Background: an optimization exercise with open tools, aiming at small area, a short achievable clock period and few clock cycles per item. Do not read the settings as production practice.
At most, simulation tests tie the RTL to the original design; equivalence was not proved.
Power figures rest on the tool's default switching activity, not on a simulated workload.

==> flow/design.v <==
`timescale 1ns / 1ps
module time_based_processor(
    input           clk,             
    input           rst_n,           
    input  [7:0]    data_in,         
    input  [2:0]    opcode,          
    input           data_valid,      
    output [15:0]   data_out,        
    output          data_ready,      
    output [3:0]    status_flags     
);
    localparam OP_NOP     = 3'b000;
    localparam OP_ADD     = 3'b001;
    localparam OP_SUB     = 3'b010;
    localparam OP_MUL     = 3'b011;
    localparam OP_SHIFT   = 3'b100;
    localparam OP_FILTER  = 3'b101;
    localparam OP_INVERT  = 3'b110;
    localparam OP_COMPARE = 3'b111;
    reg        wait_b;        
    reg        busy;          
    reg        ready;         
    reg [7:0]  x;             
    reg [2:0]  op;            
    reg [15:0] result;
    reg        flag_ovf;
    reg        flag_zero;
    wire idle = ~(wait_b | busy | ready);
    wire [7:0] b = data_in;
    function [10:0] padd;
        input [9:0] a, b;
        input       ci;
        reg   [9:0] g, p, gg, pp;
        integer i, l;
        begin
            p = a ^ b;
            g = (a & b) | {9'd0, p[0] & ci};
            gg = g;
            pp = p;
            for (l = 0; l < 4; l = l + 1)
                for (i = 9; i >= 0; i = i - 1)
                    if ((i >> l) & 1) begin
                        gg[i] = gg[i] | (pp[i] & gg[((i >> l) << l) - 1]);
                        pp[i] = pp[i] & pp[((i >> l) << l) - 1];
                    end
            padd = {gg[9], p ^ {gg[8:0], ci}};
        end
    endfunction
    wire [9:0]  t0     = {2'b00, result[15:8]};
    wire [9:0]  t1     = {2'b00, x & {8{result[0]}}};
    wire [9:0]  t2     = {1'b0, x & {8{result[1]}}, 1'b0};
    wire [9:0]  cs_s   = t0 ^ t1 ^ t2;
    wire [9:0]  cs_c   = (t0 & t1) | (t0 & t2) | (t1 & t2);
    wire [10:0] msum   = padd(cs_s, {cs_c[8:0], 1'b0}, 1'b0);
    wire [15:0] mstep  = {msum[9:0], result[7:2]};
    wire       sub = (op == OP_SUB) || (op == OP_COMPARE);
    wire [7:0] y   = b ^ {8{sub}};
    wire [10:0] sums = padd({2'b00, x}, {2'b00, y}, sub);
    wire       c   = sums[8];              
    wire       eq  = &(x ^ ~b);
    wire [2:0] s   = b[2:0];
    wire [2:0] rl  = b[3] ? -s : s;        
    wire [7:0] r1  = rl[0] ? {x[6:0], x[7]} : x;
    wire [7:0] r2  = rl[1] ? {r1[5:0], r1[7:6]} : r1;
    wire [7:0] r3  = rl[2] ? {r2[3:0], r2[7:4]} : r2;
    wire [7:0] keep_l = 8'hFF << s;
    wire [7:0] keep_r = 8'hFF >> s;
    wire [7:0] shifted = r3 & (b[3] ? keep_r : keep_l);
    reg [15:0] alu;
    reg        alu_ovf, alu_zero;
    always @(*) begin
        alu = 16'h0000; alu_ovf = 1'b0; alu_zero = 1'b0;
        case (op)
            OP_ADD:     begin alu[7:0] = sums[7:0]; alu_ovf = c;  alu_zero = ~|(x | b); end
            OP_SUB:     begin alu[7:0] = sums[7:0]; alu_ovf = ~c; alu_zero = eq; end
            OP_MUL:     begin alu[7:0] = b; alu_zero = ~|x | ~|b; end
            OP_SHIFT:   alu[7:0] = shifted;
            OP_FILTER:  alu[7:0] = x & b;
            OP_COMPARE: begin alu[1:0] = {~c, c & ~eq}; alu_zero = eq; end
            default:    alu = 16'h0000;
        endcase
    end
    always @(posedge clk or negedge rst_n) begin
        if (!rst_n) begin
            wait_b <= 1'b0;
            busy   <= 1'b0;
            ready  <= 1'b0;
        end else begin
            if (idle && data_valid) begin
                if (opcode == OP_NOP || opcode == OP_INVERT) ready <= 1'b1;
                else wait_b <= 1'b1;
            end
            if (wait_b && data_valid) begin
                wait_b <= 1'b0;
                if (op == OP_MUL) busy <= 1'b1;
                else ready <= 1'b1;
            end
            if (busy && op[1:0] == 2'b00) begin
                busy  <= 1'b0;
                ready <= 1'b1;
            end
            if (ready && data_valid) ready <= 1'b0;
        end
    end
    always @(posedge clk) begin
        if (idle) begin
            x         <= data_in;
            op        <= opcode;
            result    <= {8'h00, data_in ^ {8{opcode == OP_INVERT}}};
            flag_ovf  <= 1'b0;
            flag_zero <= 1'b0;
        end
        if (wait_b) begin
            flag_ovf  <= alu_ovf;
            flag_zero <= alu_zero;
            result    <= alu;
        end
        if (busy) begin
            op     <= op - 3'd1;
            result <= mstep;
        end
    end
    assign data_out     = result;
    assign data_ready   = ready;
    assign status_flags = {flag_ovf, flag_zero, 1'b0, ready};
endmodule
clock: 5.5 ns
lec_check: 0
abc_area: 1
cap_margin: 20
core_margin: 2
core_utilization: 40
setup_slack_margin: 2
slew_margin: 20
standard.sh (not shown) runs the stock make flow with config.mk's settings and CLKGATE_MAP_FILE= SYNTH_SCRIPT=/design/flow/synth_recipe.tcl, a recipe that flattens the netlist after the stock synthesis.
==> flow/flow/run.sh <==
#!/bin/bash
# Standard layout with two changes: plain buf_1 cells as the port buffers,
# and half adders left to abc as plain gates (flow/noha.mk).
bash standard.sh "DESIGN_CONFIG=$PWD/flow/noha.mk" "BUFFER_PORTS_ARGS=-buffer_cell sky130_fd_sc_hd__buf_1" finish > standard.log 2>&1
==> flow/flow/noha.mk <==
# The standard flow's settings, plus the half-adder cells marked don't-use so that
# synthesis leaves half adders to abc as plain gates.
include $(FLOW_CONFIG)
export DONT_USE_CELLS += sky130_fd_sc_hd__ha_1 sky130_fd_sc_hd__ha_2 sky130_fd_sc_hd__ha_4
Edit:
--- a/flow/design.v
+++ b/flow/design.v
@@ -26,37 +26,43 @@
     reg        flag_ovf;
     reg        flag_zero;
     wire idle = ~(wait_b | busy | ready);
     wire [7:0] b = data_in;
-    function [10:0] padd;
-        input [9:0] a, b;
+    function [10:0] radd;    
+        input [9:0] p, q;
         input       ci;
-        reg   [9:0] g, p, gg, pp;
-        integer i, l;
+        integer i;
+        reg cy;
         begin
-            p = a ^ b;
-            g = (a & b) | {9'd0, p[0] & ci};
-            gg = g;
-            pp = p;
-            for (l = 0; l < 4; l = l + 1)
-                for (i = 9; i >= 0; i = i - 1)
-                    if ((i >> l) & 1) begin
-                        gg[i] = gg[i] | (pp[i] & gg[((i >> l) << l) - 1]);
-                        pp[i] = pp[i] & pp[((i >> l) << l) - 1];
-                    end
-            padd = {gg[9], p ^ {gg[8:0], ci}};
+            cy = ci;
+            for (i = 0; i < 10; i = i + 1) begin
+                radd[i] = p[i] ^ q[i] ^ cy;
+                cy = (p[i] & q[i]) | (cy & (p[i] ^ q[i]));
+            end
+            radd[10] = cy;
         end
     endfunction
+    wire [10:0] a3s = {2'b00, x} + {1'b0, x, 1'b0};
+    function [9:0] pp;
+        input [1:0] d;
+        case (d)
+            2'd0: pp = 10'd0;
+            2'd1: pp = {2'b00, x};
+            2'd2: pp = {1'b0, x, 1'b0};
+            default: pp = a3s[9:0];
+        endcase
+    endfunction
+    wire [15:0] mfirst = {pp(b[1:0]), b[7:2]};
     wire [9:0]  t0     = {2'b00, result[15:8]};
     wire [9:0]  t1     = {2'b00, x & {8{result[0]}}};
     wire [9:0]  t2     = {1'b0, x & {8{result[1]}}, 1'b0};
     wire [9:0]  cs_s   = t0 ^ t1 ^ t2;
     wire [9:0]  cs_c   = (t0 & t1) | (t0 & t2) | (t1 & t2);
-    wire [10:0] msum   = padd(cs_s, {cs_c[8:0], 1'b0}, 1'b0);
+    wire [10:0] msum   = {1'b0, cs_s} + {cs_c, 1'b0};
     wire [15:0] mstep  = {msum[9:0], result[7:2]};
     wire       sub = (op == OP_SUB) || (op == OP_COMPARE);
     wire [7:0] y   = b ^ {8{sub}};
-    wire [10:0] sums = padd({2'b00, x}, {2'b00, y}, sub);
+    wire [10:0] sums = {2'b00, x} + {2'b00, y} + sub;
     wire       c   = sums[8];              
     wire       eq  = &(x ^ ~b);
     wire [2:0] s   = b[2:0];
     wire [2:0] rl  = b[3] ? -s : s;        
@@ -72,9 +78,9 @@
         alu = 16'h0000; alu_ovf = 1'b0; alu_zero = 1'b0;
         case (op)
             OP_ADD:     begin alu[7:0] = sums[7:0]; alu_ovf = c;  alu_zero = ~|(x | b); end
             OP_SUB:     begin alu[7:0] = sums[7:0]; alu_ovf = ~c; alu_zero = eq; end
-            OP_MUL:     begin alu[7:0] = b; alu_zero = ~|x | ~|b; end
+            OP_MUL:     begin alu = mfirst; alu_zero = ~|x | ~|b; end
             OP_SHIFT:   alu[7:0] = shifted;
             OP_FILTER:  alu[7:0] = x & b;
             OP_COMPARE: begin alu[1:0] = {~c, c & ~eq}; alu_zero = eq; end
             default:    alu = 16'h0000;
@@ -94,9 +100,9 @@
                 wait_b <= 1'b0;
                 if (op == OP_MUL) busy <= 1'b1;
                 else ready <= 1'b1;
             end
-            if (busy && op[1:0] == 2'b00) begin
+            if (busy && !op[1]) begin
                 busy  <= 1'b0;
                 ready <= 1'b1;
             end
             if (ready && data_valid) ready <= 1'b0;
=> The changed run went through all stages and came out clean; register-to-register slack improved by 0.13 ns; non-clock buffer count fell by 1; power rose by about 13%; clock-buffer cell count fell by 2; design area rose by about 13%; worst hold slack got worse by 0.0041 ns; die area rose by 15%; maximum frequency rose by 3.1%; combinational power rose by about 20%; core utilization fell by 0.35 points.
Testbench counts after the change, summed over its fixed seeds: cycles 14,892, ops 4,800.
For the first run of this note, only the layout was checked, not whether the RTL still works.

[re-timing with driven ports]
In the flow no input, the clock included, has a driving cell. The finished layouts below were timed again as built, in two steps.
Step 1 sets driving cells, clkbuf_16 on the clock port and buf_2 on the other inputs (assumed; they add their load-dependent delay and slew).
Step 2 moves the port delays by t, midway between the first and last clock arrival at a register: inputs arrive t later, outputs are due t later. That takes back most of the time a late clock gives input paths.
Slacks: ideal / step 1 / step 2; pairs: ideal / step 1.
run | t, ns | slack for setup (ns) | worst setup path after step 2 | clock arrival spread, ns | pins driven straight from the clock port
the first run | 0.318 | 2.187 / 2.192 / 1.877 | input to register | 0.003 / 0.004 | 1
the second run | 0.314 | 2.286 / 2.294 / 1.980 | input to register | 0.007 / 0.006 | 1
After both steps setup and hold are still met in every run listed. The setup slack of the first run, which loses most, moves by +0.005 ns with the drivers and by -0.310 ns with both steps.
